This is an optimization exercise on Yosys and OpenROAD, whose aim is small area, a short achievable clock period and few clock cycles, not a production implementation. In this exercise RTL edits were held to simulation tests only and were not proved equivalent to the original.

[design/flow/design.v]
module alu #(
    parameter INST_W = 4,
    parameter INT_W  = 6,
    parameter FRAC_W = 10,
    parameter DATA_W = INT_W + FRAC_W
)(
    input                      i_clk,
    input                      i_rst_n,
    input                      i_in_valid,
    output                     o_busy,
    input         [INST_W-1:0] i_inst,
    input  signed [DATA_W-1:0] i_data_a,
    input  signed [DATA_W-1:0] i_data_b,
    output                     o_out_valid,
    output        [DATA_W-1:0] o_data
);
localparam SADD = 4'd0;  
localparam SSUB = 4'd1;  
localparam SMUL = 4'd2;  
localparam SACC = 4'd3;  
localparam SOFT = 4'd4;  
localparam XOR = 4'd5;   
localparam ARSH = 4'd6;  
localparam LROT = 4'd7;  
localparam CLZ = 4'd8;   
localparam RM4 = 4'd9;   
localparam MEM_H = 16;   
integer i;
localparam RANGE1 = 6'b100000;
localparam RANGE2 = 6'b010000;
localparam RANGE3 = 6'b001000;
localparam RANGE4 = 6'b000100;
localparam RANGE5 = 6'b000010;
localparam RANGE6 = 6'b000001;
localparam WAIT = 1'b0;
localparam EXE = 1'b1;
reg signed [DATA_W-1:0] comb_result; 
reg [DATA_W-1:0] rot_result; 
reg [DATA_W-1:0] add_sub_result;
reg signed [DATA_W+3:0] acc_result20;
reg signed [DATA_W-1:0] acc_result;
reg signed [DATA_W:0] add_sub_result17;
reg [DATA_W-1:0] arsh_result;
reg [2*DATA_W-1:0] lrot_base;
reg [DATA_W-1:0] lrot_result;
reg [4:0] clz_result;
reg [12:0] rm4_result;
reg [7:0] clz8;
reg [3:0] clz4;
wire [5:0] soft_range;
reg signed [DATA_W-1:0] soft_result;
reg [DATA_W-1:0] o_data_buffer;
reg busy_buffer;
reg ovalid_buffer;
reg [INST_W-1:0] inst_buffer;
reg signed [DATA_W-1:0] data_a_buffer;
reg signed [DATA_W-1:0] data_b_buffer;
reg signed [DATA_W+3:0] acc_mem [MEM_H-1:0];     
reg cs, ns;
always @(posedge i_clk or negedge i_rst_n) begin
    if(!i_rst_n) begin
        for (i=0; i<16; i=i+1) begin
            acc_mem[i] <= 20'd0;
        end
    end
    else if (inst_buffer == SACC)begin
        acc_mem[data_a_buffer[3:0]] <= acc_result20;
    end
end
always @(posedge i_clk or negedge i_rst_n) begin
    if(!i_rst_n) begin
        cs <= WAIT;
    end
    else begin
        cs <= ns;
    end
end
always @(*) begin
    if (cs == WAIT) begin
        ns = (i_in_valid) ? EXE : WAIT;
    end
    else begin
        ns = WAIT;
    end
end
always @(posedge i_clk or negedge i_rst_n) begin
    if(!i_rst_n) begin
        busy_buffer <= 1'b0;
        ovalid_buffer <= 1'b0;
        inst_buffer <= 4'd0;
        o_data_buffer <= 16'd0;
        data_a_buffer <= 16'd0;
        data_b_buffer <= 16'd0;
    end
    else begin
        inst_buffer <= i_inst;
        o_data_buffer <= comb_result;
        data_a_buffer <= i_data_a;
        data_b_buffer <= i_data_b;
        if (cs == WAIT) begin
            busy_buffer <= (i_in_valid) ? 1'b1 : 1'b0;
            ovalid_buffer <= 1'b0;
        end
        else begin
            busy_buffer <= 1'b0;
            ovalid_buffer <= 1'b1;
        end
    end
end
assign o_data = o_data_buffer;
assign o_out_valid = ovalid_buffer;
assign o_busy = busy_buffer;
assign soft_range[5] = data_a_buffer >= 16'sh0800;                                      
assign soft_range[4] = (data_a_buffer >= 16'sh0000) && (data_a_buffer < 16'sh0800);     
assign soft_range[3] = (data_a_buffer >= 16'shfc00) && (data_a_buffer < 16'sh0000);     
assign soft_range[2] = (data_a_buffer >= 16'shf800) && (data_a_buffer < 16'shfc00);     
assign soft_range[1] = (data_a_buffer >= 16'shf400) && (data_a_buffer < 16'shf800);     
assign soft_range[0] = (data_a_buffer < 16'shf400);                                     
always @(*) begin
    comb_result = 16'd0;
    case(inst_buffer)
        SADD : begin
            comb_result = add_sub_result;
        end
        SSUB : begin
            comb_result = add_sub_result;
        end 
        SMUL : begin
            comb_result = S_mul(data_a_buffer, data_b_buffer);
        end
        SACC : begin
            comb_result = acc_result;
        end
        SOFT : begin
            comb_result = soft_result;
        end
        XOR : begin
            comb_result = data_a_buffer ^ data_b_buffer;
        end
        ARSH : begin
            comb_result = arsh_result;
        end
        LROT : begin
            comb_result = lrot_result;
        end
        CLZ : begin
            comb_result = (clz_result[4]) ? 16'h0010 : {12'b0, clz_result[3:0]};
        end
        RM4 : begin
            comb_result = {3'd0,rm4_result};
        end
    endcase
end
always @(*) begin
    acc_result20 = (acc_mem[data_a_buffer[3:0]] + data_b_buffer);
    if (acc_result20 > 20'sh07fff) begin
        acc_result = 16'h7fff;
    end
    else if (acc_result20 < 20'shf8000) begin
        acc_result = 16'h8000;
    end
    else begin
        acc_result = acc_result20[DATA_W-1:0];
    end
end
always @(*) begin
    add_sub_result17 = (inst_buffer[0]) ? (data_a_buffer - data_b_buffer) : (data_a_buffer + data_b_buffer);
    if (!add_sub_result17[DATA_W]) begin  
        add_sub_result = (add_sub_result17 > 17'sh07fff) ? 16'h7fff : add_sub_result17[DATA_W-1:0];  
    end
    else begin   
        add_sub_result = (add_sub_result17 < 17'sh18000) ? 16'h8000 : add_sub_result17[DATA_W-1:0];
    end
end
always @(*) begin
    soft_result = 16'd0;
    case (soft_range)
        RANGE1 : begin               
            soft_result = data_a_buffer;                                                                     
        end 
        RANGE2 : begin                           
            soft_result = dev3($signed({data_a_buffer, 1'b0}) + 18'sh00800);     
        end
        RANGE3 : begin
            soft_result = dev3($signed(({data_a_buffer[DATA_W-1], data_a_buffer})) + 18'sh00800);          
        end
        RANGE4 : begin
            soft_result = dev9($signed({data_a_buffer, 1'b0}) + 18'sh01400);     
        end
        RANGE5 : begin
            soft_result = dev9($signed({data_a_buffer[DATA_W-1], data_a_buffer}) + 18'sh00c00);          
        end
        RANGE6 : begin
            soft_result = 16'd0;                                                                     
        end
    endcase
end
always @(*) begin
    arsh_result = data_a_buffer >>> data_b_buffer[4:0];
end
always @(*) begin
    lrot_base = {2{data_a_buffer}};
    lrot_result = lrot_base[(5'd16-data_b_buffer[4:0])+:DATA_W];
end
always @(*) begin
    clz_result[4] = (~|data_a_buffer);
    clz_result[3] = (~|data_a_buffer[15:8]);
    clz8 = (clz_result[3]) ? data_a_buffer[7:0] : data_a_buffer[15:8];
    clz_result[2] = (~|clz8[7:4]);
    clz4 = (clz_result[2]) ? clz8[3:0] : clz8[7:4];
    clz_result[1] = (~|clz4[3:2]);
    clz_result[0] = (clz_result[1]) ? ~clz4[1] : ~clz4[3];
end
always @(*) begin
    for (i=0; i<13; i=i+1) begin
        rm4_result[i] = data_a_buffer[i+:4] == data_b_buffer[(15-i)-:4];
    end
end
function automatic [DATA_W-1:0] S_mul;
    input signed [DATA_W-1:0] data_a;
    input signed [DATA_W-1:0] data_b;
    reg signed [2*DATA_W-1:0] mul_result;
    begin
        mul_result = data_a * data_b;
        if (!mul_result[2*DATA_W-1]) begin
            if (mul_result > 32'sh01fffc00) begin
                S_mul = 16'h7fff;  
            end
            else begin
                S_mul = (mul_result[9]) ? mul_result[25:10] + 16'sd1 : mul_result[25:10];   
            end
        end
        else begin
            if (mul_result < 32'shfe000000) begin
                S_mul = 16'h8000;   
            end
            else begin
                S_mul = (mul_result[9]) ? mul_result[25:10] + 16'sd1 : mul_result[25:10];   
            end
        end
    end
endfunction
localparam EXT_BIT = 10;
function automatic [DATA_W-1:0] dev3;
    input signed [17:0] devident;        
    reg signed [EXT_BIT+17:0] ext_devident;
    reg signed [EXT_BIT+17:0] Q0;
    reg signed [EXT_BIT+17:0] Q1;
    reg signed [EXT_BIT+17:0] Q2;
    reg signed [EXT_BIT+17:0] Q3, Q3_plus1;
    begin
        ext_devident = {devident, 10'b0};            
        Q0 = ((ext_devident >> 2) + ext_devident) >> 2;
        Q1 = (Q0 + ext_devident) >> 1;
        Q2 = ((Q1 >> 6) + Q1);
        Q3 = ((Q2 >> 12) + Q2) >> 1;
        Q3_plus1 = Q3 + $signed({18'h00001,10'b0});   
        dev3 = (Q3[EXT_BIT-1]) ? Q3_plus1[EXT_BIT+15:EXT_BIT] : Q3[EXT_BIT+15:EXT_BIT];
    end
endfunction
function automatic [DATA_W-1:0] dev9;
    input signed [17:0] devident;
    reg signed [EXT_BIT+17:0] ext_devident;
    reg signed [EXT_BIT+17:0] Q0;
    reg signed [EXT_BIT+17:0] Q1;
    reg signed [EXT_BIT+17:0] Q2;
    reg signed [EXT_BIT+17:0] Q3, Q3_plus1;
    begin
        ext_devident = {devident, 10'b0};    
        Q0 = ((ext_devident >> 1) + ext_devident) >> 1;
        Q1 = (Q0 + ext_devident) >> 1;
        Q2 = ((Q1 >> 6) + Q1);
        Q3 = ((Q2 >> 12) + Q2) >> 3;
        Q3_plus1 = Q3 + $signed({18'h00001,10'b0});   
        dev9 = (Q3[EXT_BIT-1]) ? Q3_plus1[EXT_BIT+15:EXT_BIT] : Q3[EXT_BIT+15:EXT_BIT];
    end
endfunction
endmodule
[design/flow/run.sh]
#!/bin/bash
# synth_recipe.tcl (not shown) runs the flow's synth.tcl, then flattens the netlist and writes it again
# the make line also repeats each setting of config.mk as NAME=value (left out here)
make -C /OpenROAD-flow-scripts/flow DESIGN_CONFIG=/design/flow/config.mk WORK_HOME=/design/flow/orfs CLKGATE_MAP_FILE= SYNTH_SCRIPT=/design/flow/synth_recipe.tcl finish
[design/flow/config.mk]
export PLATFORM = sky130hd
export DESIGN_NAME = alu
export DESIGN_NICKNAME = alu
export VERILOG_FILES = /design/flow/design.v
export SDC_FILE = /design/flow/constraint.sdc
export NUM_CORES = 4
export LEC_CHECK = 0
export CAP_MARGIN = 20
export CORE_MARGIN = 2
export CORE_UTILIZATION = 40
export SLEW_MARGIN = 20
[design/flow/constraint.sdc]
create_clock -name core_clock -period 11.0 [get_ports {i_clk}]
set_input_delay 2.2000 -clock core_clock [delete_from_list [all_inputs] [get_ports {i_clk}]]
set_output_delay 2.2000 -clock core_clock [all_outputs]
set_load 0.01 [all_outputs]
==> notes.md <==
outcome=complete, no violations; Post-Syn Instances=4,846; CP peak stage delay=460 ps; drt wl/cell=23.6 µm; Fill cells=10,201; CTS Sinks=374; Placed Cells=6,180; Synth Area in XOR/XNOR=0.0791; Hold Fails Final Rpt=0; Synth Flop Type=dfrtp_1; P&R area growth vs syn=9.91%; clock period minus worst slack=10,290 ps; final setup margin=708 ps; Util after Layout=0.444; met3 wire len=13,500 µm; leading area contributor after synthesis=dfrtp_1; antenna fix cells=0; Pre-antenna DRT Iters=6; met2 wire length=63,300 µm; post-synthesis async set-or-reset flop share=1.00; Max FO, Critical Path=20; routed metal-1 wirelength=66,400 µm; post-synthesis sequential area ratio=0.227; largest family of logic cells by synthesized area=adder cells; fin crit share=0.936; Synth Area in Compound Gates=0.201; DR vias/cell=5.80; initial drt markers=3,550; aggregate global routing overflow=0; port bufs=56; Avg Inst Size Synth=8.49 µm²; Worst EP arrival=10,750 ps; EDFF count, synth=0; synth top area cells=dfrtp_1, fa_1, ha_1, nand2_1, xnor2_1; clock root buffer=clkbuf_16; FP Rows=117; Synth Area in Adders=0.256; Post-Synth Simple-Gate Area=0.153; WP buf/inv=3; Crit-path slowest cell=dfrtp_2; layout cells sized above 1=0.0685; largest net degree at the start of global routing=152; Slew HR=0.271; drt drc=0; Post-Layout Cell Count=6,260; first-pass GRT wire length=222,000 µm; Clock Path Buffers=3; fin. max-slew vios=0; Synthesized Nets=5,564; max layer used=met4; routability cong.=1.02; Worst-path clk slew=60 ps; endpoint class of the critical path=flop; Worst path top cell family by delay=compound AO/OA/AOI/OAI gates; Yosys reg bits=374; Worst-Margin Slew=1090 ps; Hold-fix buffers, CTS=0; Die Footprint=105,000 µm²; warnings from Yosys=2; Worst-Skew Late Latency=630 ps; commonest non-fill, non-tap cells in the layout=nand2_1, inv_1, o21ai_0, ha_1, dfrtp_1; post-detail-place hpwl=112,000 µm; Num CTS Buffers=42; setup_tns=0 ps; most common cell after layout, fill and taps aside=nand2_1; Die Wd=325 µm; vias post-DR=36,295; post-detailed-route count of antenna-violating nets=0; Total GRT Usage=0.274; hold crit path type=reg -> reg; clock skew=55.8 ps; Starting Density=0.404; Setup WS pre-CTS=63.8 ps; final-stage net count=5,579; critical path class=reg -> reg; vias in the first global route=35,010; most used cell, CP=nor2_1; final setup violation count=0; core box area=102,000 µm²; initial antenna violation count=4; top-area cell type share of the netlist area=0.227; H-tree depth=2; Routed Wire Length=148,000 µm; TritonCTS clock tree=yes; WP data required=11,460 ps; max cap viols=0; I/O pins=57; Max Fclk=97.2 MHz; Hold WS=401 ps; Setup crit start kind=flop; Post-Place Cell Area=43,700 µm²; die height=325 µm; synthesized area=41,200 µm²; Netlist cell types=100; mux contribution to synthesized area=0.0203; Design Area, Final=45,200 µm²
path summary, 6_finish.rpt:
kind,start,endpoint,slack (ps),cells past startpoint
max,data_a_buffer[1],o_data_buffer[8],710,52
min,busy_buffer,ovalid_buffer,400,0
max reg2reg,data_a_buffer[1],o_data_buffer[8],710,52
min reg2reg,busy_buffer,ovalid_buffer,400,0
max in group asynchronous,i_rst_n,acc_mem[1][15],7180,3
min in group asynchronous,i_rst_n,data_b_buffer[0],1590,1
metal layers:
layer / GRT usage / up-vias
li1: - / 16844
met1: 0.399 / 17724
met2: 0.414 / 1484
met3: 0.0487 / 243
met4: 0.0839 / 0
met5: 0 / -
cell usage after synthesis (all sizes together), types with 32 or more instances:
master / instances
nand2: 620
o21ai: 463
inv: 456
ha: 409
dfrtp: 374
a21oi: 287
fa: 270
xnor2: 268
nor2: 251
clkbuf: 192
a22oi: 101
xor2: 101
nand3: 98
and2: 90
a21o: 84
nor3: 74
o21bai: 42
mux2: 41
a31oi: 38
nand2b: 38
a211oi: 36
nor2b: 36
a222oi: 33
o21a: 32
layout make-up:
type,instances,area (µm²),share of cell area
inverters,460,1730,0.0382
multi-input cells,3791,29500,0.651
repair buffers,192,1620,0.0358
flip-flops and latches,374,9360,0.207
well taps,1368,1710,0.0378
clock inverters,18,229,0.00506
clock buffers,57,1130,0.0249
flip-flops by register name, indices dropped and copies added, names as in the netlist:
register       flops
acc_mem          320
inst_buffer        4
data_b_buffer     16
data_a_buffer     16
ovalid_buffer      1
busy_buffer        1
o_data_buffer     16
logic make-up after synthesis:
family          count (synthesis)
xor+xnor                      369
mux                            66
buf+inv                       681
flops                         374
fa+ha+maj                     681
compound gates               1308
simple gates                 1367
timing repair:
item,4_1_cts,5_1_grt
setup endpoints to repair,0,16
setup buffers,0,5
hold endpoints to repair,0,0
gates resized for setup,0,42
Testbench counts, summed over its fixed seeds: cycles 6,408.

afterwards: timing with drivers on the ports:
In the flow no input, the clock included, has a driving cell. The finished layout below was timed again as built, in two steps.
Step 1 assumes that a clkbuf_16 drives the clock port and a buf_2 every other input.
Step 2 times the ports against the registers' clock, not the clock port: input delays grow and output delays shrink by t, the midpoint of the rising clock arrivals with the driver on.
a / b / c = ideal ports / drivers / drivers and shift; a / b = the first two.
t, ns: 0.663
slack for setup (ns): 0.708 / 0.708 / 0.708
worst setup path after step 2: register to register
worst register clock-pin slew, ns: 0.07 / 0.07
worst data-port slew with drivers (ns): 0.09
After both steps this run still meets setup and hold. The setup slack of this run moves by 0.000 ns with the drivers and by 0.000 ns with both steps.
